What follows belongs to an exercise in optimizing a design on an open flow for small area and a short achievable clock period; a production flow would make more cautious choices. Function was checked by simulation only, so behaviour that the tests miss may differ from the original. Power is estimated from default activity; no workload was simulated.

File: design/flow/flow/run.sh
#!/bin/bash
# The standard layout (standard.sh), with plain buf_2 cells instead of
# delay buffers as the port buffers. Full tool output goes to standard.log.
export BUFFER_PORTS_ARGS="-buffer_cell sky130_fd_sc_hd__buf_2"
bash standard.sh finish > standard.log 2>&1
status=$?
tail -n 5 standard.log
exit $status
File: design/flow/standard.sh
#!/bin/bash
# synth_recipe.tcl (not shown) runs the flow's synth.tcl, then flattens the netlist and writes it again
# the make line also repeats each setting of config.mk as NAME=value (left out here)
make -C /OpenROAD-flow-scripts/flow DESIGN_CONFIG=/design/flow/config.mk WORK_HOME=/design/flow/orfs CLKGATE_MAP_FILE= SYNTH_SCRIPT=/design/flow/synth_recipe.tcl "${@:-finish}"
File: design/flow/config.mk
export PLATFORM = sky130hd
export DESIGN_NAME = Main
export DESIGN_NICKNAME = Main
export VERILOG_FILES = /design/flow/design.v
export SDC_FILE = /design/flow/constraint.sdc
export NUM_CORES = 4
export LEC_CHECK = 0
export CAP_MARGIN = 20
export CORE_MARGIN = 2
export CORE_UTILIZATION = 60
export CTS_BUF_LIST = sky130_fd_sc_hd__clkbuf_4 sky130_fd_sc_hd__clkbuf_8
export SETUP_SLACK_MARGIN = 5
export SLEW_MARGIN = 20
File: design/flow/constraint.sdc
create_clock -name core_clock -period 11.0 [get_ports {clk}]
set_input_delay 2.2000 -clock core_clock [delete_from_list [all_inputs] [get_ports {clk}]]
set_output_delay 2.2000 -clock core_clock [all_outputs]
set_load 0.01 [all_outputs]
File: design/flow/design.v
module mul16lo(input [15:0] a, input [15:0] b, output [15:0] p);
  wire pp0_0 = a[0] & b[0];
  wire pp0_1 = a[1] & b[0];
  wire pp0_2 = a[2] & b[0];
  wire pp0_3 = a[3] & b[0];
  wire pp0_4 = a[4] & b[0];
  wire pp0_5 = a[5] & b[0];
  wire pp0_6 = a[6] & b[0];
  wire pp0_7 = a[7] & b[0];
  wire pp0_8 = a[8] & b[0];
  wire pp0_9 = a[9] & b[0];
  wire pp0_10 = a[10] & b[0];
  wire pp0_11 = a[11] & b[0];
  wire pp0_12 = a[12] & b[0];
  wire pp0_13 = a[13] & b[0];
  wire pp0_14 = a[14] & b[0];
  wire pp0_15 = a[15] & b[0];
  wire pp1_0 = a[0] & b[1];
  wire pp1_1 = a[1] & b[1];
  wire pp1_2 = a[2] & b[1];
  wire pp1_3 = a[3] & b[1];
  wire pp1_4 = a[4] & b[1];
  wire pp1_5 = a[5] & b[1];
  wire pp1_6 = a[6] & b[1];
  wire pp1_7 = a[7] & b[1];
  wire pp1_8 = a[8] & b[1];
  wire pp1_9 = a[9] & b[1];
  wire pp1_10 = a[10] & b[1];
  wire pp1_11 = a[11] & b[1];
  wire pp1_12 = a[12] & b[1];
  wire pp1_13 = a[13] & b[1];
  wire pp1_14 = a[14] & b[1];
  wire pp2_0 = a[0] & b[2];
  wire pp2_1 = a[1] & b[2];
  wire pp2_2 = a[2] & b[2];
  wire pp2_3 = a[3] & b[2];
  wire pp2_4 = a[4] & b[2];
  wire pp2_5 = a[5] & b[2];
  wire pp2_6 = a[6] & b[2];
  wire pp2_7 = a[7] & b[2];
  wire pp2_8 = a[8] & b[2];
  wire pp2_9 = a[9] & b[2];
  wire pp2_10 = a[10] & b[2];
  wire pp2_11 = a[11] & b[2];
  wire pp2_12 = a[12] & b[2];
  wire pp2_13 = a[13] & b[2];
  wire pp3_0 = a[0] & b[3];
  wire pp3_1 = a[1] & b[3];
  wire pp3_2 = a[2] & b[3];
  wire pp3_3 = a[3] & b[3];
  wire pp3_4 = a[4] & b[3];
  wire pp3_5 = a[5] & b[3];
  wire pp3_6 = a[6] & b[3];
  wire pp3_7 = a[7] & b[3];
  wire pp3_8 = a[8] & b[3];
  wire pp3_9 = a[9] & b[3];
  wire pp3_10 = a[10] & b[3];
  wire pp3_11 = a[11] & b[3];
  wire pp3_12 = a[12] & b[3];
  wire pp4_0 = a[0] & b[4];
  wire pp4_1 = a[1] & b[4];
  wire pp4_2 = a[2] & b[4];
  wire pp4_3 = a[3] & b[4];
  wire pp4_4 = a[4] & b[4];
  wire pp4_5 = a[5] & b[4];
  wire pp4_6 = a[6] & b[4];
  wire pp4_7 = a[7] & b[4];
  wire pp4_8 = a[8] & b[4];
  wire pp4_9 = a[9] & b[4];
  wire pp4_10 = a[10] & b[4];
  wire pp4_11 = a[11] & b[4];
  wire pp5_0 = a[0] & b[5];
  wire pp5_1 = a[1] & b[5];
  wire pp5_2 = a[2] & b[5];
  wire pp5_3 = a[3] & b[5];
  wire pp5_4 = a[4] & b[5];
  wire pp5_5 = a[5] & b[5];
  wire pp5_6 = a[6] & b[5];
  wire pp5_7 = a[7] & b[5];
  wire pp5_8 = a[8] & b[5];
  wire pp5_9 = a[9] & b[5];
  wire pp5_10 = a[10] & b[5];
  wire pp6_0 = a[0] & b[6];
  wire pp6_1 = a[1] & b[6];
  wire pp6_2 = a[2] & b[6];
  wire pp6_3 = a[3] & b[6];
  wire pp6_4 = a[4] & b[6];
  wire pp6_5 = a[5] & b[6];
  wire pp6_6 = a[6] & b[6];
  wire pp6_7 = a[7] & b[6];
  wire pp6_8 = a[8] & b[6];
  wire pp6_9 = a[9] & b[6];
  wire pp7_0 = a[0] & b[7];
  wire pp7_1 = a[1] & b[7];
  wire pp7_2 = a[2] & b[7];
  wire pp7_3 = a[3] & b[7];
  wire pp7_4 = a[4] & b[7];
  wire pp7_5 = a[5] & b[7];
  wire pp7_6 = a[6] & b[7];
  wire pp7_7 = a[7] & b[7];
  wire pp7_8 = a[8] & b[7];
  wire pp8_0 = a[0] & b[8];
  wire pp8_1 = a[1] & b[8];
  wire pp8_2 = a[2] & b[8];
  wire pp8_3 = a[3] & b[8];
  wire pp8_4 = a[4] & b[8];
  wire pp8_5 = a[5] & b[8];
  wire pp8_6 = a[6] & b[8];
  wire pp8_7 = a[7] & b[8];
  wire pp9_0 = a[0] & b[9];
  wire pp9_1 = a[1] & b[9];
  wire pp9_2 = a[2] & b[9];
  wire pp9_3 = a[3] & b[9];
  wire pp9_4 = a[4] & b[9];
  wire pp9_5 = a[5] & b[9];
  wire pp9_6 = a[6] & b[9];
  wire pp10_0 = a[0] & b[10];
  wire pp10_1 = a[1] & b[10];
  wire pp10_2 = a[2] & b[10];
  wire pp10_3 = a[3] & b[10];
  wire pp10_4 = a[4] & b[10];
  wire pp10_5 = a[5] & b[10];
  wire pp11_0 = a[0] & b[11];
  wire pp11_1 = a[1] & b[11];
  wire pp11_2 = a[2] & b[11];
  wire pp11_3 = a[3] & b[11];
  wire pp11_4 = a[4] & b[11];
  wire pp12_0 = a[0] & b[12];
  wire pp12_1 = a[1] & b[12];
  wire pp12_2 = a[2] & b[12];
  wire pp12_3 = a[3] & b[12];
  wire pp13_0 = a[0] & b[13];
  wire pp13_1 = a[1] & b[13];
  wire pp13_2 = a[2] & b[13];
  wire pp14_0 = a[0] & b[14];
  wire pp14_1 = a[1] & b[14];
  wire pp15_0 = a[0] & b[15];
  wire s0, c0;
  assign s0 = pp0_13 ^ pp1_12;
  assign c0 = pp0_13 & pp1_12;
  wire s1, c1;
  assign s1 = pp0_14 ^ pp1_13 ^ pp2_12;
  assign c1 = (pp0_14 & pp1_13) | (pp0_14 & pp2_12) | (pp1_13 & pp2_12);
  wire s2, c2;
  assign s2 = pp3_11 ^ pp4_10;
  assign c2 = pp3_11 & pp4_10;
  wire s3, c3;
  assign s3 = pp0_15 ^ pp1_14 ^ pp2_13;
  assign c3 = (pp0_15 & pp1_14) | (pp0_15 & pp2_13) | (pp1_14 & pp2_13);
  wire s4, c4;
  assign s4 = pp3_12 ^ pp4_11 ^ pp5_10;
  assign c4 = (pp3_12 & pp4_11) | (pp3_12 & pp5_10) | (pp4_11 & pp5_10);
  wire s5, c5;
  assign s5 = pp6_9 ^ pp7_8;
  assign c5 = pp6_9 & pp7_8;
  wire s6, c6;
  assign s6 = pp0_9 ^ pp1_8;
  assign c6 = pp0_9 & pp1_8;
  wire s7, c7;
  assign s7 = pp0_10 ^ pp1_9 ^ pp2_8;
  assign c7 = (pp0_10 & pp1_9) | (pp0_10 & pp2_8) | (pp1_9 & pp2_8);
  wire s8, c8;
  assign s8 = pp3_7 ^ pp4_6;
  assign c8 = pp3_7 & pp4_6;
  wire s9, c9;
  assign s9 = pp0_11 ^ pp1_10 ^ pp2_9;
  assign c9 = (pp0_11 & pp1_10) | (pp0_11 & pp2_9) | (pp1_10 & pp2_9);
  wire s10, c10;
  assign s10 = pp3_8 ^ pp4_7 ^ pp5_6;
  assign c10 = (pp3_8 & pp4_7) | (pp3_8 & pp5_6) | (pp4_7 & pp5_6);
  wire s11, c11;
  assign s11 = pp6_5 ^ pp7_4;
  assign c11 = pp6_5 & pp7_4;
  wire s12, c12;
  assign s12 = pp0_12 ^ pp1_11 ^ pp2_10;
  assign c12 = (pp0_12 & pp1_11) | (pp0_12 & pp2_10) | (pp1_11 & pp2_10);
  wire s13, c13;
  assign s13 = pp3_9 ^ pp4_8 ^ pp5_7;
  assign c13 = (pp3_9 & pp4_8) | (pp3_9 & pp5_7) | (pp4_8 & pp5_7);
  wire s14, c14;
  assign s14 = pp6_6 ^ pp7_5 ^ pp8_4;
  assign c14 = (pp6_6 & pp7_5) | (pp6_6 & pp8_4) | (pp7_5 & pp8_4);
  wire s15, c15;
  assign s15 = pp9_3 ^ pp10_2;
  assign c15 = pp9_3 & pp10_2;
  wire s16, c16;
  assign s16 = s0 ^ pp2_11 ^ pp3_10;
  assign c16 = (s0 & pp2_11) | (s0 & pp3_10) | (pp2_11 & pp3_10);
  wire s17, c17;
  assign s17 = pp4_9 ^ pp5_8 ^ pp6_7;
  assign c17 = (pp4_9 & pp5_8) | (pp4_9 & pp6_7) | (pp5_8 & pp6_7);
  wire s18, c18;
  assign s18 = pp7_6 ^ pp8_5 ^ pp9_4;
  assign c18 = (pp7_6 & pp8_5) | (pp7_6 & pp9_4) | (pp8_5 & pp9_4);
  wire s19, c19;
  assign s19 = pp10_3 ^ pp11_2 ^ pp12_1;
  assign c19 = (pp10_3 & pp11_2) | (pp10_3 & pp12_1) | (pp11_2 & pp12_1);
  wire s20, c20;
  assign s20 = c0 ^ s1 ^ s2;
  assign c20 = (c0 & s1) | (c0 & s2) | (s1 & s2);
  wire s21, c21;
  assign s21 = pp5_9 ^ pp6_8 ^ pp7_7;
  assign c21 = (pp5_9 & pp6_8) | (pp5_9 & pp7_7) | (pp6_8 & pp7_7);
  wire s22, c22;
  assign s22 = pp8_6 ^ pp9_5 ^ pp10_4;
  assign c22 = (pp8_6 & pp9_5) | (pp8_6 & pp10_4) | (pp9_5 & pp10_4);
  wire s23, c23;
  assign s23 = pp11_3 ^ pp12_2 ^ pp13_1;
  assign c23 = (pp11_3 & pp12_2) | (pp11_3 & pp13_1) | (pp12_2 & pp13_1);
  wire s24, c24;
  assign s24 = c1 ^ c2 ^ s3;
  assign c24 = (c1 & c2) | (c1 & s3) | (c2 & s3);
  wire s25, c25;
  assign s25 = s4 ^ s5 ^ pp8_7;
  assign c25 = (s4 & s5) | (s4 & pp8_7) | (s5 & pp8_7);
  wire s26, c26;
  assign s26 = pp9_6 ^ pp10_5 ^ pp11_4;
  assign c26 = (pp9_6 & pp10_5) | (pp9_6 & pp11_4) | (pp10_5 & pp11_4);
  wire s27, c27;
  assign s27 = pp12_3 ^ pp13_2 ^ pp14_1;
  assign c27 = (pp12_3 & pp13_2) | (pp12_3 & pp14_1) | (pp13_2 & pp14_1);
  wire s28, c28;
  assign s28 = pp0_6 ^ pp1_5;
  assign c28 = pp0_6 & pp1_5;
  wire s29, c29;
  assign s29 = pp0_7 ^ pp1_6 ^ pp2_5;
  assign c29 = (pp0_7 & pp1_6) | (pp0_7 & pp2_5) | (pp1_6 & pp2_5);
  wire s30, c30;
  assign s30 = pp3_4 ^ pp4_3;
  assign c30 = pp3_4 & pp4_3;
  wire s31, c31;
  assign s31 = pp0_8 ^ pp1_7 ^ pp2_6;
  assign c31 = (pp0_8 & pp1_7) | (pp0_8 & pp2_6) | (pp1_7 & pp2_6);
  wire s32, c32;
  assign s32 = pp3_5 ^ pp4_4 ^ pp5_3;
  assign c32 = (pp3_5 & pp4_4) | (pp3_5 & pp5_3) | (pp4_4 & pp5_3);
  wire s33, c33;
  assign s33 = pp6_2 ^ pp7_1;
  assign c33 = pp6_2 & pp7_1;
  wire s34, c34;
  assign s34 = s6 ^ pp2_7 ^ pp3_6;
  assign c34 = (s6 & pp2_7) | (s6 & pp3_6) | (pp2_7 & pp3_6);
  wire s35, c35;
  assign s35 = pp4_5 ^ pp5_4 ^ pp6_3;
  assign c35 = (pp4_5 & pp5_4) | (pp4_5 & pp6_3) | (pp5_4 & pp6_3);
  wire s36, c36;
  assign s36 = pp7_2 ^ pp8_1 ^ pp9_0;
  assign c36 = (pp7_2 & pp8_1) | (pp7_2 & pp9_0) | (pp8_1 & pp9_0);
  wire s37, c37;
  assign s37 = c6 ^ s7 ^ s8;
  assign c37 = (c6 & s7) | (c6 & s8) | (s7 & s8);
  wire s38, c38;
  assign s38 = pp5_5 ^ pp6_4 ^ pp7_3;
  assign c38 = (pp5_5 & pp6_4) | (pp5_5 & pp7_3) | (pp6_4 & pp7_3);
  wire s39, c39;
  assign s39 = pp8_2 ^ pp9_1 ^ pp10_0;
  assign c39 = (pp8_2 & pp9_1) | (pp8_2 & pp10_0) | (pp9_1 & pp10_0);
  wire s40, c40;
  assign s40 = c7 ^ c8 ^ s9;
  assign c40 = (c7 & c8) | (c7 & s9) | (c8 & s9);
  wire s41, c41;
  assign s41 = s10 ^ s11 ^ pp8_3;
  assign c41 = (s10 & s11) | (s10 & pp8_3) | (s11 & pp8_3);
  wire s42, c42;
  assign s42 = pp9_2 ^ pp10_1 ^ pp11_0;
  assign c42 = (pp9_2 & pp10_1) | (pp9_2 & pp11_0) | (pp10_1 & pp11_0);
  wire s43, c43;
  assign s43 = c9 ^ c10 ^ c11;
  assign c43 = (c9 & c10) | (c9 & c11) | (c10 & c11);
  wire s44, c44;
  assign s44 = s12 ^ s13 ^ s14;
  assign c44 = (s12 & s13) | (s12 & s14) | (s13 & s14);
  wire s45, c45;
  assign s45 = s15 ^ pp11_1 ^ pp12_0;
  assign c45 = (s15 & pp11_1) | (s15 & pp12_0) | (pp11_1 & pp12_0);
  wire s46, c46;
  assign s46 = c12 ^ c13 ^ c14;
  assign c46 = (c12 & c13) | (c12 & c14) | (c13 & c14);
  wire s47, c47;
  assign s47 = c15 ^ s16 ^ s17;
  assign c47 = (c15 & s16) | (c15 & s17) | (s16 & s17);
  wire s48, c48;
  assign s48 = s18 ^ s19 ^ pp13_0;
  assign c48 = (s18 & s19) | (s18 & pp13_0) | (s19 & pp13_0);
  wire s49, c49;
  assign s49 = c16 ^ c17 ^ c18;
  assign c49 = (c16 & c17) | (c16 & c18) | (c17 & c18);
  wire s50, c50;
  assign s50 = c19 ^ s20 ^ s21;
  assign c50 = (c19 & s20) | (c19 & s21) | (s20 & s21);
  wire s51, c51;
  assign s51 = s22 ^ s23 ^ pp14_0;
  assign c51 = (s22 & s23) | (s22 & pp14_0) | (s23 & pp14_0);
  wire s52, c52;
  assign s52 = c20 ^ c21 ^ c22;
  assign c52 = (c20 & c21) | (c20 & c22) | (c21 & c22);
  wire s53, c53;
  assign s53 = c23 ^ s24 ^ s25;
  assign c53 = (c23 & s24) | (c23 & s25) | (s24 & s25);
  wire s54, c54;
  assign s54 = s26 ^ s27 ^ pp15_0;
  assign c54 = (s26 & s27) | (s26 & pp15_0) | (s27 & pp15_0);
  wire s55, c55;
  assign s55 = pp0_4 ^ pp1_3;
  assign c55 = pp0_4 & pp1_3;
  wire s56, c56;
  assign s56 = pp0_5 ^ pp1_4 ^ pp2_3;
  assign c56 = (pp0_5 & pp1_4) | (pp0_5 & pp2_3) | (pp1_4 & pp2_3);
  wire s57, c57;
  assign s57 = pp3_2 ^ pp4_1;
  assign c57 = pp3_2 & pp4_1;
  wire s58, c58;
  assign s58 = s28 ^ pp2_4 ^ pp3_3;
  assign c58 = (s28 & pp2_4) | (s28 & pp3_3) | (pp2_4 & pp3_3);
  wire s59, c59;
  assign s59 = pp4_2 ^ pp5_1 ^ pp6_0;
  assign c59 = (pp4_2 & pp5_1) | (pp4_2 & pp6_0) | (pp5_1 & pp6_0);
  wire s60, c60;
  assign s60 = c28 ^ s29 ^ s30;
  assign c60 = (c28 & s29) | (c28 & s30) | (s29 & s30);
  wire s61, c61;
  assign s61 = pp5_2 ^ pp6_1 ^ pp7_0;
  assign c61 = (pp5_2 & pp6_1) | (pp5_2 & pp7_0) | (pp6_1 & pp7_0);
  wire s62, c62;
  assign s62 = c29 ^ c30 ^ s31;
  assign c62 = (c29 & c30) | (c29 & s31) | (c30 & s31);
  wire s63, c63;
  assign s63 = s32 ^ s33 ^ pp8_0;
  assign c63 = (s32 & s33) | (s32 & pp8_0) | (s33 & pp8_0);
  wire s64, c64;
  assign s64 = c31 ^ c32 ^ c33;
  assign c64 = (c31 & c32) | (c31 & c33) | (c32 & c33);
  wire s65, c65;
  assign s65 = s34 ^ s35 ^ s36;
  assign c65 = (s34 & s35) | (s34 & s36) | (s35 & s36);
  wire s66, c66;
  assign s66 = c34 ^ c35 ^ c36;
  assign c66 = (c34 & c35) | (c34 & c36) | (c35 & c36);
  wire s67, c67;
  assign s67 = s37 ^ s38 ^ s39;
  assign c67 = (s37 & s38) | (s37 & s39) | (s38 & s39);
  wire s68, c68;
  assign s68 = c37 ^ c38 ^ c39;
  assign c68 = (c37 & c38) | (c37 & c39) | (c38 & c39);
  wire s69, c69;
  assign s69 = s40 ^ s41 ^ s42;
  assign c69 = (s40 & s41) | (s40 & s42) | (s41 & s42);
  wire s70, c70;
  assign s70 = c40 ^ c41 ^ c42;
  assign c70 = (c40 & c41) | (c40 & c42) | (c41 & c42);
  wire s71, c71;
  assign s71 = s43 ^ s44 ^ s45;
  assign c71 = (s43 & s44) | (s43 & s45) | (s44 & s45);
  wire s72, c72;
  assign s72 = c43 ^ c44 ^ c45;
  assign c72 = (c43 & c44) | (c43 & c45) | (c44 & c45);
  wire s73, c73;
  assign s73 = s46 ^ s47 ^ s48;
  assign c73 = (s46 & s47) | (s46 & s48) | (s47 & s48);
  wire s74, c74;
  assign s74 = c46 ^ c47 ^ c48;
  assign c74 = (c46 & c47) | (c46 & c48) | (c47 & c48);
  wire s75, c75;
  assign s75 = s49 ^ s50 ^ s51;
  assign c75 = (s49 & s50) | (s49 & s51) | (s50 & s51);
  wire s76, c76;
  assign s76 = c49 ^ c50 ^ c51;
  assign c76 = (c49 & c50) | (c49 & c51) | (c50 & c51);
  wire s77, c77;
  assign s77 = s52 ^ s53 ^ s54;
  assign c77 = (s52 & s53) | (s52 & s54) | (s53 & s54);
  wire s78, c78;
  assign s78 = pp0_3 ^ pp1_2;
  assign c78 = pp0_3 & pp1_2;
  wire s79, c79;
  assign s79 = s55 ^ pp2_2 ^ pp3_1;
  assign c79 = (s55 & pp2_2) | (s55 & pp3_1) | (pp2_2 & pp3_1);
  wire s80, c80;
  assign s80 = c55 ^ s56 ^ s57;
  assign c80 = (c55 & s56) | (c55 & s57) | (s56 & s57);
  wire s81, c81;
  assign s81 = c56 ^ c57 ^ s58;
  assign c81 = (c56 & c57) | (c56 & s58) | (c57 & s58);
  wire s82, c82;
  assign s82 = c58 ^ c59 ^ s60;
  assign c82 = (c58 & c59) | (c58 & s60) | (c59 & s60);
  wire s83, c83;
  assign s83 = c60 ^ c61 ^ s62;
  assign c83 = (c60 & c61) | (c60 & s62) | (c61 & s62);
  wire s84, c84;
  assign s84 = c62 ^ c63 ^ s64;
  assign c84 = (c62 & c63) | (c62 & s64) | (c63 & s64);
  wire s85, c85;
  assign s85 = c64 ^ c65 ^ s66;
  assign c85 = (c64 & c65) | (c64 & s66) | (c65 & s66);
  wire s86, c86;
  assign s86 = c66 ^ c67 ^ s68;
  assign c86 = (c66 & c67) | (c66 & s68) | (c67 & s68);
  wire s87, c87;
  assign s87 = c68 ^ c69 ^ s70;
  assign c87 = (c68 & c69) | (c68 & s70) | (c69 & s70);
  wire s88, c88;
  assign s88 = c70 ^ c71 ^ s72;
  assign c88 = (c70 & c71) | (c70 & s72) | (c71 & s72);
  wire s89, c89;
  assign s89 = c72 ^ c73 ^ s74;
  assign c89 = (c72 & c73) | (c72 & s74) | (c73 & s74);
  wire s90, c90;
  assign s90 = c74 ^ c75 ^ s76;
  assign c90 = (c74 & c75) | (c74 & s76) | (c75 & s76);
  wire s91, c91;
  assign s91 = pp0_2 ^ pp1_1;
  assign c91 = pp0_2 & pp1_1;
  wire s92, c92;
  assign s92 = s78 ^ pp2_1 ^ pp3_0;
  assign c92 = (s78 & pp2_1) | (s78 & pp3_0) | (pp2_1 & pp3_0);
  wire s93, c93;
  assign s93 = c78 ^ s79 ^ pp4_0;
  assign c93 = (c78 & s79) | (c78 & pp4_0) | (s79 & pp4_0);
  wire s94, c94;
  assign s94 = c79 ^ s80 ^ pp5_0;
  assign c94 = (c79 & s80) | (c79 & pp5_0) | (s80 & pp5_0);
  wire s95, c95;
  assign s95 = c80 ^ s81 ^ s59;
  assign c95 = (c80 & s81) | (c80 & s59) | (s81 & s59);
  wire s96, c96;
  assign s96 = c81 ^ s82 ^ s61;
  assign c96 = (c81 & s82) | (c81 & s61) | (s82 & s61);
  wire s97, c97;
  assign s97 = c82 ^ s83 ^ s63;
  assign c97 = (c82 & s83) | (c82 & s63) | (s83 & s63);
  wire s98, c98;
  assign s98 = c83 ^ s84 ^ s65;
  assign c98 = (c83 & s84) | (c83 & s65) | (s84 & s65);
  wire s99, c99;
  assign s99 = c84 ^ s85 ^ s67;
  assign c99 = (c84 & s85) | (c84 & s67) | (s85 & s67);
  wire s100, c100;
  assign s100 = c85 ^ s86 ^ s69;
  assign c100 = (c85 & s86) | (c85 & s69) | (s86 & s69);
  wire s101, c101;
  assign s101 = c86 ^ s87 ^ s71;
  assign c101 = (c86 & s87) | (c86 & s71) | (s87 & s71);
  wire s102, c102;
  assign s102 = c87 ^ s88 ^ s73;
  assign c102 = (c87 & s88) | (c87 & s73) | (s88 & s73);
  wire s103, c103;
  assign s103 = c88 ^ s89 ^ s75;
  assign c103 = (c88 & s89) | (c88 & s75) | (s89 & s75);
  wire s104, c104;
  assign s104 = c89 ^ s90 ^ s77;
  assign c104 = (c89 & s90) | (c89 & s77) | (s90 & s77);
  wire [15:0] x = {c103, c102, c101, c100, c99, c98, c97, c96, c95, c94, c93, c92, c91, s91, pp0_1, pp0_0};
  wire [15:0] y = {s104, s103, s102, s101, s100, s99, s98, s97, s96, s95, s94, s93, s92, pp2_0, pp1_0, 1'b0};
  assign p = x + y;
endmodule
`timescale 1ns / 1ps
module Main(
	input clk,
	input reset,
	input start_button,
	input axis_valid,
	input [15:0]axis_value,
	input [15:0]mem_rdata,
	output mem_en,
	output mem_we,
	output [14:0]mem_addr,
	output [15:0]mem_wdata,
	output [15:0]led_value
	);
	reg [1:0] st;
	reg [15:0] ir;
	reg [15:0] opA, opB;
	reg [14:0] ad;
	reg [14:0] pc;
	reg fc, fg, fe;             
	reg [255:0] rf;             
	reg [15:0] led;
	wire s01 = (st == 2'b01);
	wire s10 = (st == 2'b10);
	wire s11 = (st == 2'b11);
	always @(posedge clk) begin
		if (reset) st <= 2'b00;
		else st <= st + 2'b01;
	end
	always @(posedge clk) begin
		if (reset) ir <= 16'h0000;
		else if (s01) ir <= mem_rdata;
	end
	function f_is_i(input [3:0] o);
		f_is_i = (o == 4'b0101) | (o == 4'b0110) | (o == 4'b1001) | (o == 4'b1011) |
		         (o == 4'b0001) | (o == 4'b0010) | (o == 4'b0011) | (o == 4'b1110);
	endfunction
	wire [3:0] opc = ir[15:12];
	wire [3:0] fn  = ir[7:4];
	wire [3:0] rd  = ir[11:8];
	wire [3:0] rs  = ir[3:0];
	wire is_r   = (opc == 4'b0000);
	wire is_i   = f_is_i(opc);
	wire is_ls  = (opc == 4'b0100);
	wire is_st  = is_ls & (fn == 4'b0100);
	wire is_jmp = is_ls & (fn == 4'b1100);
	wire is_ld  = is_ls & ~is_st & ~is_jmp;
	wire is_br  = (opc == 4'b1100);
	wire [3:0] op = is_r ? fn : (is_i ? opc : 4'b0000);
	wire op_add  = (op == 4'b0101) | (op == 4'b0110);
	wire op_addc = (op == 4'b0111) | (op == 4'b0001);
	wire op_sub  = (op == 4'b1001);
	wire op_cmp  = (op == 4'b1011);
	wire op_cmpu = (op == 4'b1000);
	wire op_and  = (op == 4'b1111);
	wire op_or   = (op == 4'b0010);
	wire op_xor  = (op == 4'b0011);
	wire op_not  = (op == 4'b1010);
	wire op_lsh  = (op == 4'b0100);
	wire op_mul  = (op == 4'b1110);
	wire op_zero = (op == 4'b1101);
	wire op_wr = op_add | op_addc | op_sub | op_and | op_or | op_xor | op_not | op_lsh | op_mul | op_zero;
	function [15:0] f_imm(input [15:0] w);
		f_imm = {(w[15:12] == 4'b0110) ? 8'h00 : {8{w[7]}}, w[7:0]};
	endfunction
	wire [15:0] A = opA;
	wire [15:0] B = opB;
	wire inv = op_sub | op_cmp | op_cmpu | op_not;
	wire cin = (op_sub | op_cmp | op_cmpu) | (op_addc & fc);
	wire [15:0] Bx = (op_not ? 16'h0000 : B) ^ {16{inv}};
	wire [15:0] px = A ^ Bx;                 
	wire [16:0] s17 = {1'b0, A} + {1'b0, Bx} + {16'h0000, cin};
	wire [15:0] sum = s17[15:0];
	wire cout = s17[16];
	wire c15 = sum[15] ^ A[15] ^ Bx[15];     
	wire eq = &px;                           
	wire ge_s = (~A[15] & B[15]) | (~A[15] & c15) | (B[15] & c15);
	wire [15:0] prod;
	mul16lo mul (.a(A), .b(B), .p(prod));
	wire nr = ~reset;
	wire sel_sum  = nr & s10 & (op_add | op_addc | op_sub);
	wire sel_and  = nr & s10 & op_and;
	wire sel_or   = nr & s10 & op_or;
	wire sel_x    = nr & s10 & (op_xor | op_not);
	wire sel_prod = nr & s10 & (op_lsh | op_mul);
	wire sel_ir   = nr & s10 & is_ld;
	wire sel_mem  = nr & s11;
	wire [15:0] result =
		({16{sel_sum}} & sum) |
		({16{sel_and}} & (A & B)) |
		({16{sel_or}}  & (A | B)) |
		({16{sel_x}}   & px) |
		({16{sel_prod}} & prod);
	wire nfc = (op_add | op_addc) ? cout : (op_sub ? ~cout : fc);
	wire nfg = op_cmp ? (ge_s & ~eq) : (op_cmpu ? (cout & ~eq) : fg);
	wire nfe = (op_cmp | op_cmpu) ? eq : fe;
	always @(posedge clk) begin
		if (reset) begin
			fc <= 1'b0; fg <= 1'b0; fe <= 1'b0;
		end else begin
			fc <= nfc; fg <= nfg; fe <= nfe;
		end
	end
	wire we = (s10 & (op_wr | is_ld)) | (s11 & is_ld);
	wire [15:0] wd = result | ({16{sel_ir}} & ir) | ({16{sel_mem}} & mem_rdata);
	wire [3:0] ra = mem_rdata[11:8];
	wire [3:0] rb = mem_rdata[3:0];
	wire [15:0] pa = rf[16*ra +: 16];
	wire [15:0] pb = rf[16*rb +: 16];
	genvar g;
	generate for (g = 0; g < 16; g = g + 1) begin : regs
		wire wsel = we & (rd == g);
		if (g == 0) begin : r0
			always @(posedge clk)
				if (axis_valid | wsel | reset) rf[15:0] <= axis_valid ? axis_value : wd;
		end else begin : rn
			always @(posedge clk)
				if (wsel | reset) rf[16*g +: 16] <= wd;
		end
	end endgenerate
	always @(posedge clk) led <= rf[255:240];
	wire axA = axis_valid & (s01 ? (ra == 4'd0) : (rd == 4'd0));
	wire axB = axis_valid & (s01 ? (rb == 4'd0) : (rs == 4'd0));
	wire [15:0] nb = axB ? axis_value : pb;
	wire n_r   = (mem_rdata[15:12] == 4'b0000);
	wire n_lsh = n_r & (mem_rdata[7:4] == 4'b0100);
	wire n_i   = f_is_i(mem_rdata[15:12]);
	wire [15:0] n_sh = (nb[15:4] != 12'd0) ? 16'h0000 : (16'h0001 << nb[3:0]);
	always @(posedge clk) begin
		if (axA) opA <= axis_value;
		else if (s01) opA <= pa;
		else if (we) opA <= wd;
		if (s01) ad <= nb[14:0];
		else if (axB) ad <= axis_value[14:0];
		else if (we & (rs == rd)) ad <= wd[14:0];
		if (s01) opB <= n_i ? f_imm(mem_rdata) : (n_lsh ? n_sh : nb);
		else if (~is_i) begin
			if (axB) opB <= axis_value;
			else if (we & (rs == rd)) opB <= wd;
		end
	end
	reg cond;
	always @* begin
		case (rd)
			4'b0000: cond = 1'b1;
			4'b0001: cond = fc;
			4'b0010: cond = fg;
			4'b0011: cond = fe;
			4'b0100: cond = start_button;
			default: cond = 1'b0;
		endcase
	end
	wire pc_zero = (pc == 15'd0);
	wire take = is_br & cond & ~pc_zero;
	wire [14:0] pc_next = pc + (take ? {{7{ir[7]}}, ir[7:0]} : 15'd1);
	always @(posedge clk) begin
		if (reset) pc <= 15'd0;
		else if (s11) pc <= (is_jmp & cond) ? ad : pc_next;
	end
	assign mem_en = ~s10 | (is_ls & ~is_jmp);
	assign mem_we = s10 & is_st;
	assign mem_addr = st[1] ? ad : pc;
	assign mem_wdata = opA;
	assign led_value = led;
endmodule
==> results of run 1 <==
==> state kept, by name, summed over array words and instances, names as in the netlist <==
| name | count |
|---|---|
| opA | 16 |
| ad | 15 |
| rf | 256 |
| opB | 16 |
| pc | 15 |
| fe | 1 |
| led | 16 |
| ir | 16 |
| st | 2 |
| fc | 1 |
| fg | 1 |
==> per-layer routing <==
layer  vias up  track usage (%)  part of all wire (%)
li1       7549                -                     -
met1      8744             48.8                    38
met2      1150             56.8                    47
met3       241             7.30                    10
met4         2             16.1                   4.9
met5         -                0                 0.019
==> logic make-up (layout without fill, tap and decap cells) <==
logic type      count (synthesis)  in the layout  share of synthesized area [%]
flops                         355            355                           43.2
other cells                     0              1                              0
xor+xnor                       55             55                           2.11
buf+inv                       261            407                           4.49
fa+ha+maj                     142            142                           10.2
compound gates                385            385                           11.6
mux                           211            211                           17.0
simple gates                  547            547                           11.4
==> synthesized netlist by cell type (all sizes together), types with 28 or more instances <==
| cell | instances |
|---|---|
| mux2 | 37 |
| mux4 | 147 |
| xnor2 | 39 |
| dfxtp | 52 |
| edfxtp | 303 |
| o21ai | 67 |
| inv | 140 |
| nand2 | 146 |
| nor3 | 28 |
| clkbuf | 85 |
| fa | 82 |
| nor2 | 157 |
| buf | 36 |
| and2 | 107 |
| a21oi | 82 |
| ha | 60 |
==> power by group <==
group	switching [mW]	internal [mW]	leakage, nW
clock	0.561	0.656	0.646
sequential	0.196	1.74	3.54
combinational	2.10	1.55	5.93
total	2.86	3.95	10.1
==> path summary, 6_finish.rpt <==
| kind | cells after the start | to | slack (ps) | startpoint |
|---|---|---|---|---|
| hold reg to reg | 0 | led[0]$_DFF_P_ | 400 | rf[240]$_DFFE_PP_ |
| setup reg to reg | 19 | ad[13]$_DFFE_PP_ | 5230 | opB[1]$_DFFE_PP_ |
| hold / removal | 0 | led[0]$_DFF_P_ | 400 | rf[240]$_DFFE_PP_ |
| setup / recovery | 19 | ad[13]$_DFFE_PP_ | 5230 | opB[1]$_DFFE_PP_ |
==> repair_timing <==
item / 4_1_cts / 5_1_grt
endpoints found under the setup margin: 56 / 58
pin swaps: 1 / 4
resized for setup: 6 / 10
setup buffers: 23 / 14
==> through the flow <==
stage	instance area, um2	utilization (%)	std cells	power, mW
floorplan	23500	-	1956	4.44
global placement	24400	63.2	2473	5.41
detailed placement	24400	63.2	2473	5.44
CTS	25900	66.9	2606	6.74
global route	26000	67.3	2621	7.25
finish	26000	67.3	2621	6.81
==> final cells by class <==
class / instances / area, um2
diodes: 1 / 2.50
clock buffers: 75 / 932
clock inverters: 35 / 282
fillers: 2897 / 12600
inverters: 140 / 526
multi-input cells: 1340 / 12500
flip-flops and latches: 355 / 10100
well taps: 518 / 648
repair buffers: 157 / 990
==> flow_summary.toml, run 1 <==
[clock_tree]
cts_inserted_buffers = 58
cts_max_level = 2
clock_tree_from_tritoncts = "done"
clock_sinks = 355
postCtsHoldBufs = 0
cts_max_path_buffers = 3
clock_latency_on_the_worst_skew_pair_ps = 670
clkSlewWorstSetupHoldPaths_ps = 70
cts.root.buffer_cell = "sky130_fd_sc_hd__clkbuf_8"

[floorplanning]
initial_core_util_pct = 60.7
area_of_the_core_um2 = 38600
die_area_um2 = 40700
core.rowCount = 72
die_width_um = 202
boundaryPins = 85
die_height_um = 202

[synthesis]
netlist_area_um2 = 23500
sequential_to_total_area_share_from_yosys_stat_pct = 43.2
synth_top_area_share_pct = 38.8
synth.top_cells.by_area = "sky130_fd_sc_hd__edfxtp_1 39%, sky130_fd_sc_hd__mux4_2 14%, sky130_fd_sc_hd__fa_1 7.0%"
synth_async_sr_flop_share_pct = 0
ys_seq_elements = 355
dominantRegCellSynth = "sky130_fd_sc_hd__edfxtp_1"
post_synth_num_cell_types = 82
synth-edff-count = 303
synth_fp_nets = 2134
synth_largest_area_cell = "sky130_fd_sc_hd__edfxtp_1"
avgSynthCellArea_um2 = 12.0
syn-instance-count = 1956
synth_warnings = 1

[outcome]
status = "timing/DRC/antenna clean"

[route]
drc = 0
via_count_normalized_by_instance_count = 6.75
route.vias.total = 17700
route.detailed.wl_per_inst_um = 27.6
drtAntennaViolNets = 0
drt_first_iter_violations = 2349
drt-total-wl_um = 72300
drt-pass1-iter-count = 6

[sta]
slew_headroom_pct = 23.0
setup-tns-final_ps = 0
post_route_clock_skew_ps = 23.5
finalWorstPathRequiredPeriod_ps = 5770
rsz0062_at_grt = "true"
setup_slack_ps = 5230
final_max_slew_viol_count = 0
setup_viol_count_final = 0
final_min_period_over_clock_period_pct = 52.5
worstMarginPinSlew_ps = 1150
worst_hold_slack_across_all_endpoints_ps = 401
final_hold_viol_count = 0
max_clock_freq_mhz = 173

[layout]
mostFrequentLayoutCells = "303 x sky130_fd_sc_hd__edfxtp_1, 157 x sky130_fd_sc_hd__nor2_1, 147 x sky130_fd_sc_hd__mux4_2"
drive_above_1_share_pct = 23.7
finalNetCount = 2230
area_growth_pct = 10.8
final_common_cell = "sky130_fd_sc_hd__edfxtp_1"

[critical_path]
cp_max_fo = 18
worst_setup_path_class = "flop to flop"
worstSetupEndpointType = "flop"
path_cells = "buf_4 -> and2_1 -> fa_1 -> inv_1 -> fa_1 -> inv_1 -> fa_1 -> inv_1 -> fa_1 -> inv_1 -> ha_1 -> or3_1 -> o2111ai_1 -> a21oi_1 -> nor2_1 -> xnor2_1 -> a211o_4 -> mux2_2 -> a21o_1"
worst_path_largest_cell_delay_ps = 530
cp_num_buf_inv = 5
worst_path_max_delay_cell = "sky130_fd_sc_hd__fa_1"
cp_data_required_time_ps = 11400
worstSetupStartpointType = "flop"
worst-endpoint-arrival_ps = 6170
timing.critical_path.max_delay_family = "adder cells"

[global_route]
first_global_vias = 17400
grt_start_max_net_pins = 56
first_pass_grt_wire_length_um = 109000
grt_use_total_pct = 36.0
grt_overflow = 0
grt_antenna_before_repair = 2

[min_path]
worstHoldPathType = "flop to flop"

[place]
buffer_ports.inserted = 84
placer_s_final_routability_congestion_estimate = 0.963
worst_setup_timing_slack_at_the_placement_stage_ps = 4340
post-dp-hpwl_um = 48600

[power_and_ir_drop]
power_per_cell_area_nw_per_um2 = 262
total_leakage_power_nw = 10.1
worst_ir_drop_vdd_mv = 0.449

[run]
max_cap_violations = 0
==> inputs of run 2 (changes only) <==
--- a/design/flow/config.mk
+++ b/design/flow/config.mk
@@ -11,2 +11,4 @@
 export CTS_BUF_LIST = sky130_fd_sc_hd__clkbuf_4 sky130_fd_sc_hd__clkbuf_8
+export CTS_CLUSTER_DIAMETER = 60
+export CTS_CLUSTER_SIZE = 16
 export SETUP_SLACK_MARGIN = 5
==> run 2 against run 1 <==
  * Global-route usage decreased by 0.17 points
  * Largest cell class unchanged
  * Setup slack got worse by 57 ps
  * Worst hold slack got worse by 6.6 ps
  * Critical path type unchanged
==> flow_summary.toml, run 2 <==
[sta]
max_clock_freq_mhz = 172
slew_headroom_pct = 23.0
setup_viol_count_final = 0
post_route_clock_skew_ps = 59.9
final_max_slew_viol_count = 0
final_min_period_over_clock_period_pct = 53.0
setup_slack_ps = 5170
rsz0062_at_grt = "true"
final_hold_viol_count = 0
finalWorstPathRequiredPeriod_ps = 5830
worstMarginPinSlew_ps = 1160
setup-tns-final_ps = 0

[outcome]
status = "timing/DRC/antenna clean"

[global_route]
grt_overflow = 0
first_global_vias = 17200
grt_antenna_before_repair = 2
first_pass_grt_wire_length_um = 108000
grt_use_total_pct = 35.8
grt_start_max_net_pins = 56

[critical_path]
r2r.worst_path.cells = 20
worstSetupEndpointType = "flop"
worst-endpoint-arrival_ps = 6190
worstSetupStartpointType = "flop"
worst_setup_path_class = "flop to flop"
cp_max_fo = 17
cp_data_required_time_ps = 11360

[synthesis]
avgSynthCellArea_um2 = 12.0
netlist_area_um2 = 23500
synth_mux_area_share_pct = 17.0
synthMostInstantiatedCell = "sky130_fd_sc_hd__edfxtp_1"
synth_top_family_by_area = "multiplexers"
synth-adder-area-share_pct = 10.2
dominantRegCellSynth = "sky130_fd_sc_hd__edfxtp_1"
post_synth_top_cells = "303 x sky130_fd_sc_hd__edfxtp_1, 157 x sky130_fd_sc_hd__nor2_1, 147 x sky130_fd_sc_hd__mux4_2"
synth.top_cells.by_area = "sky130_fd_sc_hd__edfxtp_1 39%, sky130_fd_sc_hd__mux4_2 14%, sky130_fd_sc_hd__fa_1 7.0%"
syn-instance-count = 1956
synth_async_sr_flop_share_pct = 0
synth_warnings = 1
synth_fp_nets = 2134
synthXorXnorAreaFrac_pct = 2.11
synth-edff-count = 303
synth_largest_area_cell = "sky130_fd_sc_hd__edfxtp_1"
synth_top_area_share_pct = 38.8
synthSimpleGateAreaFrac_pct = 11.4
ys_seq_elements = 355
post_synth_num_cell_types = 82
synth-compound-area-share_pct = 11.6
sequential_to_total_area_share_from_yosys_stat_pct = 43.2

[power_and_ir_drop]
total_leakage_power_nw = 9.84
power_per_cell_area_nw_per_um2 = 253
worst_ir_drop_vdd_mv = 0.394

[clock_tree]
clock_tree_from_tritoncts = "done"
cts.root.buffer_cell = "sky130_fd_sc_hd__clkbuf_8"
cts_inserted_buffers = 35
clkSlewWorstSetupHoldPaths_ps = 100
clock_sinks = 355
cts_max_path_buffers = 3
cts_max_level = 2
clock_latency_on_the_worst_skew_pair_ps = 640
postCtsHoldBufs = 0

[place]
numPlacedInstances = 2473
placer_s_final_routability_congestion_estimate = 0.963
post_dp_cell_area_um2 = 24400
post-dp-hpwl_um = 48600
buffer_ports.inserted = 84
worst_setup_timing_slack_at_the_placement_stage_ps = 4340

[route]
drc = 0
drt-total-wl_um = 72000
drtAntennaViolNets = 0
route.detailed.wl_per_inst_um = 28.0
drt_first_iter_violations = 2187
drt-pass1-iter-count = 6
via_count_normalized_by_instance_count = 6.82
route.vias.total = 17500

[floorplanning]
die_height_um = 202
initial_core_util_pct = 60.7
core.rowCount = 72
die_width_um = 202
area_of_the_core_um2 = 38600
die_area_um2 = 40700
boundaryPins = 85

[layout]
mostFrequentLayoutCells = "303 x sky130_fd_sc_hd__edfxtp_1, 157 x sky130_fd_sc_hd__nor2_1, 147 x sky130_fd_sc_hd__mux4_2"
final_common_cell = "sky130_fd_sc_hd__edfxtp_1"
drive_above_1_share_pct = 22.3
number_of_flip_flops_in_the_largest_register = 256
area_growth_pct = 8.77
fin_cells = 2571
finalNetCount = 2205
register_containing_the_most_flip_flops_in_the_final_layout = "rf"
fill_cells = 2941
fin_area_um2 = 25500

[min_path]
worstHoldPathType = "flop to flop"
hold_depth = 0

[run]
max_cap_violations = 0
run 2: cell types whose count changed in the layout (fill, tap and decap cells not counted), sizes merged:
cell      before  now
clkbuf        75   45
clkinv        27    7
buf          157  155
bufinv         4    2
inv          143  145
clkinvlp       1    2
diode          1    2
run 2: per-stage QoR:
stage | power [mW] | util, % | hold slack, ps
after CTS | 6.42 | 65.7 | 399
final | 6.46 | 66.1 | 394
after floorplan | 4.44 | - | 360
after global placement | 5.41 | 63.2 | 381
after global routing | 6.90 | 66.1 | 410
after detailed placement | 5.44 | 63.2 | 385
run 2: repair_timing:
| item | 4_1_cts | 5_1_grt |
|---|---|---|
| pin swaps | 1 | 3 |
| setup endpoints to repair | 33 | 59 |
| buffers inserted | 26 | 9 |
| gates resized for setup | 4 | 11 |
| cloned | 0 | 0 |
run 2: layout make-up:
type / instances / area (um2) / area share (%)
multi-input cells: 1340 / 12500 / 48.9
flip-flops and latches: 355 / 10100 / 39.7
repair buffers: 155 / 975 / 3.82
well taps: 518 / 648 / 2.54
clock buffers: 45 / 557 / 2.18
inverters: 140 / 526 / 2.06
clock inverters: 16 / 189 / 0.740
diodes: 2 / 5.00 / 0.0196
run 2: cell families (layout without fill, tap and decap cells):
group | after synthesis | after routing
adders and majority gates | 142 | 142
xor gates and xnor gates | 55 | 55
buffers and inverters | 261 | 356
AOI/OAI and AO/OA | 385 | 385
other | 0 | 2
muxes | 211 | 211
and+or+nand+nor | 547 | 547
DFF | 355 | 355
run 2: worst max-delay path, cell delays in order (launching register included):
cell,delay [ps]
sky130_fd_sc_hd__edfxtp_1,540
sky130_fd_sc_hd__and2_1,230
sky130_fd_sc_hd__ha_1,280
sky130_fd_sc_hd__inv_1,50
sky130_fd_sc_hd__fa_1,480
sky130_fd_sc_hd__inv_1,50
sky130_fd_sc_hd__fa_1,500
sky130_fd_sc_hd__inv_1,50
sky130_fd_sc_hd__fa_1,410
sky130_fd_sc_hd__fa_1,490
sky130_fd_sc_hd__fa_1,440
sky130_fd_sc_hd__xor2_1,170
sky130_fd_sc_hd__xnor2_1,220
sky130_fd_sc_hd__xnor2_1,160
sky130_fd_sc_hd__xnor2_1,160
sky130_fd_sc_hd__xnor3_1,430
sky130_fd_sc_hd__a21boi_0,140
sky130_fd_sc_hd__o21ai_2,120
sky130_fd_sc_hd__buf_4,160
sky130_fd_sc_hd__nand2_4,130
sky130_fd_sc_hd__a211o_1,330
run 2: worst paths after layout:
| path | startpoint | end | slack, ps |
|---|---|---|---|
| max | opA[12]$_DFFE_PP_ | opB[15]$_DFFE_PP_ | 5170 |
| min | rf[240]$_DFFE_PP_ | led[0]$_DFF_P_ | 390 |
| max reg2reg | opA[12]$_DFFE_PP_ | opB[15]$_DFFE_PP_ | 5170 |
| min reg2reg | rf[240]$_DFFE_PP_ | led[0]$_DFF_P_ | 390 |
run 2: per-layer routing:
layer	share of wire, %	wire length [um]	vias up	GRT usage [%]
met5	0.019	14	-	0
met4	4.7	3380	2	17.1
met3	9.9	7100	231	6.90
met2	48	34200	1057	57.1
met1	38	27300	8766	47.9
li1	-	-	7468	-
run 2: report_power, final:
group          switching, mW  internal [mW]
clock network          0.510          0.398
logic                   2.08           1.55
registers              0.191           1.74
total                   2.78           3.68
==> inputs of run 3 (changes only) <==
==> design/flow/flow/run.sh (replaced) <==
#!/bin/bash
# The standard layout (standard.sh), with plain buf_2 cells instead of
# delay buffers as the port buffers, and timing repair aimed at 7 ns of
# setup slack. Full tool output goes to standard.log.
export BUFFER_PORTS_ARGS="-buffer_cell sky130_fd_sc_hd__buf_2"
export SETUP_SLACK_MARGIN=7
bash standard.sh finish > standard.log 2>&1
status=$?
tail -n 5 standard.log
exit $status
--- a/design/flow/config.mk
+++ b/design/flow/config.mk
@@ -13,3 +13,2 @@
 export CTS_CLUSTER_SIZE = 16
-export SETUP_SLACK_MARGIN = 5
 export SLEW_MARGIN = 20
==> run 3 against run 2 <==
  * Still clean on timing, DRC and antenna
  * Wire length rose by 13%
  * Cell count up 7.8%
  * Flip-flop and latch count did not move
  * Design area rose by 16%
  * Fmax rose by 8.3%
  * Largest cell class unchanged
  * Highest routed layer unchanged
==> flow_summary.toml, run 3 <==
[synthesis]
post_synth_top_cells = "303 x sky130_fd_sc_hd__edfxtp_1, 157 x sky130_fd_sc_hd__nor2_1, 147 x sky130_fd_sc_hd__mux4_2"
ys_seq_elements = 355
syn-instance-count = 1956
sequential_to_total_area_share_from_yosys_stat_pct = 43.2
synth_largest_area_cell = "sky130_fd_sc_hd__edfxtp_1"
synth_mux_area_share_pct = 17.0
synth-edff-count = 303
synth_top_family_by_area = "multiplexers"
synth_fp_nets = 2134
synthXorXnorAreaFrac_pct = 2.11
post_synth_num_cell_types = 82
synth_top_area_share_pct = 38.8
synth-compound-area-share_pct = 11.6
avgSynthCellArea_um2 = 12.0
synth.top_cells.by_area = "sky130_fd_sc_hd__edfxtp_1 39%, sky130_fd_sc_hd__mux4_2 14%, sky130_fd_sc_hd__fa_1 7.0%"
synth_async_sr_flop_share_pct = 0
dominantRegCellSynth = "sky130_fd_sc_hd__edfxtp_1"
synth-adder-area-share_pct = 10.2
netlist_area_um2 = 23500
synthSimpleGateAreaFrac_pct = 11.4
synthMostInstantiatedCell = "sky130_fd_sc_hd__edfxtp_1"
synth_warnings = 1

[route]
drtAntennaViolNets = 0
drc = 0
route.detailed.wl_per_inst_um = 29.4
route.vias.total = 19100
drt-total-wl_um = 81600
drt-pass1-iter-count = 6
via_count_normalized_by_instance_count = 6.87
drt_first_iter_violations = 2498

[power_and_ir_drop]
power_frac_seq_pct = 21.2
p_comb_share_pct = 68.8
switching_share_pct = 42.9
total_leakage_power_nw = 11.5
share_clk_of_total_power_pct = 10.0
power_per_cell_area_nw_per_um2 = 303
p_switching_mw = 3.86
internal_power_mw = 5.14
worst_ir_drop_vdd_mv = 0.583

[floorplanning]
initial_core_util_pct = 60.7
die_height_um = 202
area_of_the_core_um2 = 38600
core.rowCount = 72
die_width_um = 202
boundaryPins = 85
die_area_um2 = 40700

[sta]
slew_headroom_pct = 31.2
setup-tns-final_ps = 0
setup_viol_count_final = 0
max_clock_freq_mhz = 186
worst_hold_slack_across_all_endpoints_ps = 420
final_min_period_over_clock_period_pct = 48.9
rsz0062_at_grt = "true"
finalWorstPathRequiredPeriod_ps = 5380
worstMarginPinSlew_ps = 1030
post_route_clock_skew_ps = 41.7
final_hold_viol_count = 0
final_max_slew_viol_count = 0

[critical_path]
regToRegSetupSlack_ps = 5620
cp_num_buf_inv = 5
critical_path.endpoint = "rf[95]$_DFFE_PP_"
cp_data_required_time_ps = 11390
worstSetupStartpointType = "flop"
worst_path_max_delay_cell = "sky130_fd_sc_hd__fa_1"
timing.critical_path.max_delay_family = "adder cells"
cp_max_fo = 15
worst_setup_path_class = "flop to flop"
r2r-start = "opB[0]$_DFFE_PP_"
worst_reg2reg_path_endpoint = "rf[95]$_DFFE_PP_"
worstSetupEndpointType = "flop"
worst_path_largest_cell_delay_ps = 520
worstSetupPathDepth = 20
setup.worst_path.start = "opB[0]$_DFFE_PP_"
r2r.worst_path.cells = 20
worst-endpoint-arrival_ps = 5770
path_cells = "and2_4 -> ha_4 -> inv_2 -> fa_1 -> inv_2 -> fa_2 -> inv_2 -> fa_2 -> fa_1 -> fa_2 -> xor2_2 -> xnor2_2 -> xnor2_1 -> xnor2_1 -> xnor3_1 -> and3b_2 -> o21ai_4 -> nand2_4 -> buf_4 -> buf_8"

[place]
post-dp-hpwl_um = 49100
buffer_ports.inserted = 84
numPlacedInstances = 2468
placer_s_final_routability_congestion_estimate = 0.943
post_dp_cell_area_um2 = 24900

[layout]
drive_above_1_share_pct = 39.2
fin_area_um2 = 29700
fin_cells = 2772
finalNetCount = 2405
register_containing_the_most_flip_flops_in_the_final_layout = "rf"
final_common_cell = "sky130_fd_sc_hd__edfxtp_1"
area_growth_pct = 26.5
number_of_flip_flops_in_the_largest_register = 256
mostFrequentLayoutCells = "303 x sky130_fd_sc_hd__edfxtp_1, 173 x sky130_fd_sc_hd__buf_4, 147 x sky130_fd_sc_hd__mux4_2"

[global_route]
grt_overflow = 0
grt_start_max_net_pins = 61
first_pass_grt_wire_length_um = 118000
grt_use_total_pct = 39.4
grt_antenna_before_repair = 2
first_global_vias = 18500

[clock_tree]
clkSlewWorstSetupHoldPaths_ps = 100
cts_max_level = 2
cts_inserted_buffers = 34
cts_max_path_buffers = 3
clock_sinks = 355
cts.root.buffer_cell = "sky130_fd_sc_hd__clkbuf_8"
clock_latency_on_the_worst_skew_pair_ps = 640
clock_tree_from_tritoncts = "done"
postCtsHoldBufs = 0

[min_path]
worstHoldPathType = "flop to flop"

[run]
max_cap_violations = 0

[outcome]
status = "timing/DRC/antenna clean"
==> run 3: repair_timing <==
action | 4_1_cts | 5_1_grt
endpoints found under the hold margin | 0 | 0
buffers inserted | 155 | 67
resized for setup | 219 | 166
pin swaps | 103 | 109
cloned | 13 | 6
endpoints found under the setup margin | 346 | 300
==> run 3: cell type report <==
type | instances | area, um2
Tap cell | 518 | 648
Fill cell | 2417 | 8950
Sequential cell | 355 | 10200
Clock inverter | 14 | 155
Antenna cell | 2 | 5.00
Clock buffer | 47 | 578
Multi-Input combinational cell | 1340 | 14200
Timing Repair Buffer | 356 | 3430
Inverter | 140 | 549
==> run 3: per-layer routing <==
metal / track usage, % / part of all wire, %
met1: 52.7 / 36
met3: 6.55 / 10
met5: 0 / 0.016
met4: 20.4 / 6.0
met2: 62.8 / 47
==> run 3: logic make-up (layout without fill, tap and decap cells) <==
kind of cell	Yosys count	count (layout)
fa+ha+maj	142	142
flops	355	355
other cells	0	2
compound gates	385	385
buf+inv	261	557
xor+xnor	55	55
simple gates	547	547
mux	211	211
==> run 3: power by group through the flow <==
stage          combinational [mW]  sequential [mW]  clock (mW)
3_3_place_gp                 3.75             1.98           0
5_1_grt                      6.53             1.92       0.951
3_5_place_dp                 3.85             1.99           0
4_1_cts                      5.35             1.89       0.902
2_1_floorplan                2.88             1.86           0
6_report                     6.19             1.91       0.900
==> run 3: worst min path at each step <==
stage / startpoint / endpoint / slack, ps / cells after the start
2_1_floorplan: rf[240]$_DFFE_PP_ / led[0]$_DFF_P_ / 360 / 0
3_3_place_gp: rf[244]$_DFFE_PP_ / led[4]$_DFF_P_ / 380 / 0
3_5_place_dp: rf[246]$_DFFE_PP_ / led[6]$_DFF_P_ / 390 / 0
4_1_cts: rf[245]$_DFFE_PP_ / led[5]$_DFF_P_ / 420 / 0
5_1_grt: rf[245]$_DFFE_PP_ / led[5]$_DFF_P_ / 430 / 0
6_report: rf[245]$_DFFE_PP_ / led[5]$_DFF_P_ / 420 / 0
==> run 3: through the flow <==
stage | setup WS (ps) | power, mW | util [%]
final | 5620 | 8.99 | 76.8
after global routing | 5450 | 9.40 | 76.8
after CTS | 5600 | 8.14 | 73.1
after detailed placement | 4780 | 5.84 | 64.4
after global placement | 4910 | 5.73 | 64.4
after floorplan | 5780 | 4.74 | -
==> inputs of run 4 (changes only) <==
==> design/flow/flow/run.sh (replaced) <==
#!/bin/bash
# The standard layout (standard.sh), with plain buf_2 cells instead of
# delay buffers as the port buffers, and timing repair aimed at 6 ns of
# setup slack. Full tool output goes to standard.log.
export BUFFER_PORTS_ARGS="-buffer_cell sky130_fd_sc_hd__buf_2"
export SETUP_SLACK_MARGIN=6
bash standard.sh finish > standard.log 2>&1
status=$?
tail -n 5 standard.log
exit $status
==> run 4 against run 3 <==
  * Still clean
  * Clock-buffer cell count did not move
  * Clock skew is 7.9 ps higher
  * Setup slack got worse by 35 ps
  * Critical path depth is 2 lower
  * Synthesized area stayed put
==> flow_summary.toml, run 4 <==
[outcome]
status = "timing/DRC/antenna clean"

[sta]
final_hold_viol_count = 0
final_min_period_over_clock_period_pct = 49.2
finalWorstPathRequiredPeriod_ps = 5420
setup_viol_count_final = 0
slew_headroom_pct = 25.3
post_route_clock_skew_ps = 49.6
worstMarginPinSlew_ps = 1110
setup-tns-final_ps = 0
final_max_slew_viol_count = 0
setup_slack_ps = 5580
rsz0062_at_grt = "true"
worst_hold_slack_across_all_endpoints_ps = 404
max_clock_freq_mhz = 185

[synthesis]
synth_top_area_share_pct = 38.8
synth_async_sr_flop_share_pct = 0
post_synth_top_cells = "303 x sky130_fd_sc_hd__edfxtp_1, 157 x sky130_fd_sc_hd__nor2_1, 147 x sky130_fd_sc_hd__mux4_2"
netlist_area_um2 = 23500
synth_fp_nets = 2134
sequential_to_total_area_share_from_yosys_stat_pct = 43.2
synth-edff-count = 303
ys_seq_elements = 355
synth.top_cells.by_area = "sky130_fd_sc_hd__edfxtp_1 39%, sky130_fd_sc_hd__mux4_2 14%, sky130_fd_sc_hd__fa_1 7.0%"
post_synth_num_cell_types = 82
avgSynthCellArea_um2 = 12.0
synthMostInstantiatedCell = "sky130_fd_sc_hd__edfxtp_1"
dominantRegCellSynth = "sky130_fd_sc_hd__edfxtp_1"
synth_warnings = 1
synth_largest_area_cell = "sky130_fd_sc_hd__edfxtp_1"
syn-instance-count = 1956

[critical_path]
worstSetupStartpointType = "flop"
cp_max_fo = 6
regToRegSetupSlack_ps = 5580
cp_data_required_time_ps = 11360
worstSetupEndpointType = "flop"
worst_setup_path_class = "flop to flop"
worst-endpoint-arrival_ps = 5780

[place]
worst_setup_timing_slack_at_the_placement_stage_ps = 4560
post_dp_cell_area_um2 = 24600
post-dp-hpwl_um = 48200
placer_s_final_routability_congestion_estimate = 0.976
buffer_ports.inserted = 84
numPlacedInstances = 2472

[route]
via_count_normalized_by_instance_count = 6.79
drtAntennaViolNets = 0
drt-pass1-iter-count = 8
drc = 0
routed-wl-met2_um = 35000
drt_first_iter_violations = 2347
met3_wire_length_um = 7570
routed.top_layer = "met4"
route.detailed.wl_per_inst_um = 28.1
drt-total-wl_um = 74300
drt-met1-wl_um = 28200
route.vias.total = 17900

[layout]
register_containing_the_most_flip_flops_in_the_final_layout = "rf"
final_common_cell = "sky130_fd_sc_hd__edfxtp_1"
fin_cells = 2640
area_growth_pct = 15.2
number_of_flip_flops_in_the_largest_register = 256
finalNetCount = 2275
mostFrequentLayoutCells = "303 x sky130_fd_sc_hd__edfxtp_1, 153 x sky130_fd_sc_hd__nor2_1, 147 x sky130_fd_sc_hd__mux4_2"
final_core_utilization_pct = 70.0
drive_above_1_share_pct = 30.0
fin_area_um2 = 27100

[global_route]
first_global_vias = 17600
grt_antenna_before_repair = 2
first_pass_grt_wire_length_um = 111000
grt_use_total_pct = 36.6
grt_start_max_net_pins = 59
grt_overflow = 0

[floorplanning]
area_of_the_core_um2 = 38600
die_area_um2 = 40700
core.rowCount = 72
boundaryPins = 85
die_height_um = 202
die_width_um = 202
initial_core_util_pct = 60.7

[clock_tree]
clock_latency_on_the_worst_skew_pair_ps = 630
cts_max_level = 2
cts_max_path_buffers = 3
clock_tree_from_tritoncts = "done"
cts.root.buffer_cell = "sky130_fd_sc_hd__clkbuf_8"
cts_inserted_buffers = 34
clkSlewWorstSetupHoldPaths_ps = 90
clock_sinks = 355
postCtsHoldBufs = 0

[power_and_ir_drop]
total_leakage_power_nw = 10.4
power_per_cell_area_nw_per_um2 = 309
worst_ir_drop_vdd_mv = 0.679
power_mw = 8.36

[run]
max_cap_violations = 0

[min_path]
worstHoldPathType = "flop to flop"
==> run 4: final cells by class <==
class,instances,area (um2)
diodes,2,5.00
clock buffers,47,572
clock inverters,12,135
fillers,2784,11600
inverters,140,538
multi-input cells,1340,13200
flip-flops and latches,355,10100
well taps,518,648
repair buffers,226,1810
==> run 4: repair_timing <==
item,in CTS,in global routing
cloned,2,2
endpoints found under the setup margin,202,173
pin swaps,48,52
buffers inserted,76,26
hold endpoints to repair,0,0
gates resized for setup,105,78
==> run 4: cell families after synthesis <==
family | after synthesis | synth area share, %
flops | 355 | 43.2
buf+inv | 261 | 4.49
compound gates | 385 | 11.6
xor+xnor | 55 | 2.11
fa+ha+maj | 142 | 10.2
mux | 211 | 17.0
simple gates | 547 | 11.4
==> run 4: final timing paths <==
check	from	to	cells past startpoint
setup / recovery	opA[9]$_DFFE_PP_	opB[15]$_DFFE_PP_	18
hold / removal	rf[242]$_DFFE_PP_	led[2]$_DFF_P_	0
setup reg to reg	opA[9]$_DFFE_PP_	opB[15]$_DFFE_PP_	18
hold reg to reg	rf[242]$_DFFE_PP_	led[2]$_DFF_P_	0
==> run 4: power by group <==
group / switching, mW / leakage (nW) / internal [mW]
clock: 0.496 / 0.372 / 0.360
sequential: 0.171 / 3.54 / 1.74
combinational: 2.93 / 6.50 / 2.66
total: 3.60 / 10.4 / 4.76
==> run 4: worst max-delay path: stages, from the launching register on <==
cell                       delay [ps]
sky130_fd_sc_hd__edfxtp_1         530
sky130_fd_sc_hd__buf_4            180
sky130_fd_sc_hd__inv_1             50
sky130_fd_sc_hd__nor2_1           250
sky130_fd_sc_hd__fa_1             510
sky130_fd_sc_hd__fa_2             590
sky130_fd_sc_hd__inv_2             40
sky130_fd_sc_hd__fa_2             330
sky130_fd_sc_hd__fa_1             470
sky130_fd_sc_hd__fa_2             390
sky130_fd_sc_hd__xor2_2           190
sky130_fd_sc_hd__xnor2_1          220
sky130_fd_sc_hd__xnor2_1          180
sky130_fd_sc_hd__xnor2_1          170
sky130_fd_sc_hd__xnor3_1          210
sky130_fd_sc_hd__and3b_2          240
sky130_fd_sc_hd__o21ai_4          210
sky130_fd_sc_hd__nand2_4          100
sky130_fd_sc_hd__a211o_1          290
==> run 4: per-layer routing <==
metal | vias up | GRT usage (%)
met5 | - | 0
met4 | 0 | 16.0
met3 | 220 | 6.03
met2 | 1159 | 58.3
met1 | 8926 | 50.3
li1 | 7609 | -
==> inputs of run 5 (changes only) <==
==> design/flow/flow/run.sh (replaced) <==
#!/bin/bash
# The standard layout (standard.sh), with plain buf_2 cells instead of
# delay buffers as the port buffers, and timing repair aimed at 5.5 ns of
# setup slack. Full tool output goes to standard.log.
export BUFFER_PORTS_ARGS="-buffer_cell sky130_fd_sc_hd__buf_2"
export SETUP_SLACK_MARGIN=5.5
bash standard.sh finish > standard.log 2>&1
status=$?
tail -n 5 standard.log
exit $status
==> run 5 against run 4 <==
  * Still clean
  * Setup slack lost 31 ps
  * Die area is the same
  * Sequential power is essentially flat
  * Core utilization shrank 1.9 points
  * Highest routed layer unchanged
==> flow_summary.toml, run 5 <==
[synthesis]
synth.top_cells.by_area = "sky130_fd_sc_hd__edfxtp_1 39%, sky130_fd_sc_hd__mux4_2 14%, sky130_fd_sc_hd__fa_1 7.0%"
synth_top_area_share_pct = 38.8
dominantRegCellSynth = "sky130_fd_sc_hd__edfxtp_1"
synth_warnings = 1
synth_async_sr_flop_share_pct = 0
netlist_area_um2 = 23500
synth_largest_area_cell = "sky130_fd_sc_hd__edfxtp_1"
avgSynthCellArea_um2 = 12.0
synth-edff-count = 303
syn-instance-count = 1956
ys_seq_elements = 355

[route]
route.detailed.wl_per_inst_um = 27.9
via_count_normalized_by_instance_count = 6.75
drt-pass1-iter-count = 23
drt_first_iter_violations = 2259
route.vias.total = 17800

[layout]
finalNetCount = 2258
final_core_utilization_pct = 68.1
fill_cells = 2801
final_common_cell = "sky130_fd_sc_hd__edfxtp_1"
fin_cells = 2629

[clock_tree]
cts_max_path_buffers = 3
postCtsHoldBufs = 0
clock_sinks = 355
cts_inserted_buffers = 36
cts.root.buffer_cell = "sky130_fd_sc_hd__clkbuf_8"
clock_latency_on_the_worst_skew_pair_ps = 640

[global_route]
grt_start_max_net_pins = 69
first_global_vias = 17400
gr-usage-met2_pct = 57.2
grt_overflow = 0

[min_path]
worstHoldPathType = "flop to flop"

[sta]
post_route_clock_skew_ps = 66.1
slew_headroom_pct = 26.2
finalWorstPathRequiredPeriod_ps = 5450
setup-tns-final_ps = 0
setup_viol_count_final = 0
final_min_period_over_clock_period_pct = 49.5

[critical_path]
cp_data_required_time_ps = 11360
worstSetupEndpointType = "flop"

[run]
max_cap_violations = 0

[floorplanning]
core.rowCount = 72
initial_core_util_pct = 60.7
boundaryPins = 85
die_width_um = 202

[place]
post_dp_cell_area_um2 = 24400
buffer_ports.inserted = 84

[outcome]
status = "timing/DRC/antenna clean"

[power_and_ir_drop]
total_leakage_power_nw = 10.2
[run 5: cell counts after synthesis]
No cell type changed its count.
[run 5: critical path, stage by stage, from the launching register on]
cell and delay (ps):
sky130_fd_sc_hd__edfxtp_1 550, sky130_fd_sc_hd__buf_6 210, sky130_fd_sc_hd__and2_1 170, sky130_fd_sc_hd__fa_1 550, sky130_fd_sc_hd__fa_1 170, sky130_fd_sc_hd__inv_1 50
sky130_fd_sc_hd__fa_1 530, sky130_fd_sc_hd__inv_2 50, sky130_fd_sc_hd__fa_1 530, sky130_fd_sc_hd__inv_1 50, sky130_fd_sc_hd__fa_1 490, sky130_fd_sc_hd__inv_2 50
sky130_fd_sc_hd__ha_4 220, sky130_fd_sc_hd__or2_2 320, sky130_fd_sc_hd__a21oi_4 160, sky130_fd_sc_hd__a31oi_4 60, sky130_fd_sc_hd__xor2_2 200, sky130_fd_sc_hd__a22oi_1 150
sky130_fd_sc_hd__nand4_1 240, sky130_fd_sc_hd__buf_4 230, sky130_fd_sc_hd__mux2_2 250
[run 5: area by class of cell]
type / instances / area [um2] / share of cell area (%)
Antenna cell: 4 / 10.0 / 0.0380
Clock buffer: 48 / 586 / 2.23
Clock inverter: 17 / 179 / 0.680
Inverter: 140 / 528 / 2.01
Multi-Input combinational cell: 1340 / 12800 / 48.6
Sequential cell: 355 / 10100 / 38.5
Tap cell: 518 / 648 / 2.46
Timing Repair Buffer: 207 / 1420 / 5.41
[run 5: final timing paths]
check | slack, ps | cells after the start | end
max | 5550 | 20 | rf[14]$_DFFE_PP_
min | 410 | 0 | led[1]$_DFF_P_
max reg2reg | 5550 | 20 | rf[14]$_DFFE_PP_
min reg2reg | 410 | 0 | led[1]$_DFF_P_
[run 5: cell families (layout without fill, tap and decap cells)]
logic type / Yosys count / after routing / share of synthesized area (%)
flip-flops: 355 / 355 / 43.2
adder cells (fa/ha/maj): 142 / 142 / 10.2
multiplexers: 211 / 211 / 17.0
other: 0 / 4 / 0
AO/OA/AOI/OAI: 385 / 385 / 11.6
XOR/XNOR: 55 / 55 / 2.11
buffers and inverters: 261 / 412 / 4.49
AND/OR/NAND/NOR: 547 / 547 / 11.4
[run 5: what timing repair did]
| action | 4_1_cts | 5_1_grt |
|---|---|---|
| pin swaps | 11 | 51 |
| setup buffers | 54 | 27 |
| gates resized for setup | 31 | 68 |
| endpoints found under the setup margin | 150 | 116 |
| endpoints found under the hold margin | 0 | 0 |
[run 5: where the power goes]
group	switching [mW]	internal, mW
combinational	2.60	2.21
clock	0.519	0.393
sequential	0.171	1.74
[run 5: per-stage QoR]
step                setup slack (ps)  total power [mW]  hold slack (ps)
finish                          5550              7.63              408
floorplan                       5500              4.45              360
CTS                             5470              6.75              410
global route                    5380              8.07              419
global placement                4710              5.42              384
detailed placement              4630              5.43              385
[run 5: per-layer routing]
| metal | wire (um) | share of wire [%] |
|---|---|---|
| met5 | 0 | 0 |
| met4 | 4050 | 5.5 |
| met3 | 6860 | 9.4 |
| met2 | 34300 | 47 |
| met1 | 28100 | 38 |

Re-timed with assumed drivers on the ports (clkbuf_16 on the clock, buf_2 on other inputs), run 5 has 5.552 ns of setup slack against 5.552 ns with ideal ports, and 4.988 ns once port delays also move by the mid clock arrival of 0.671 ns.
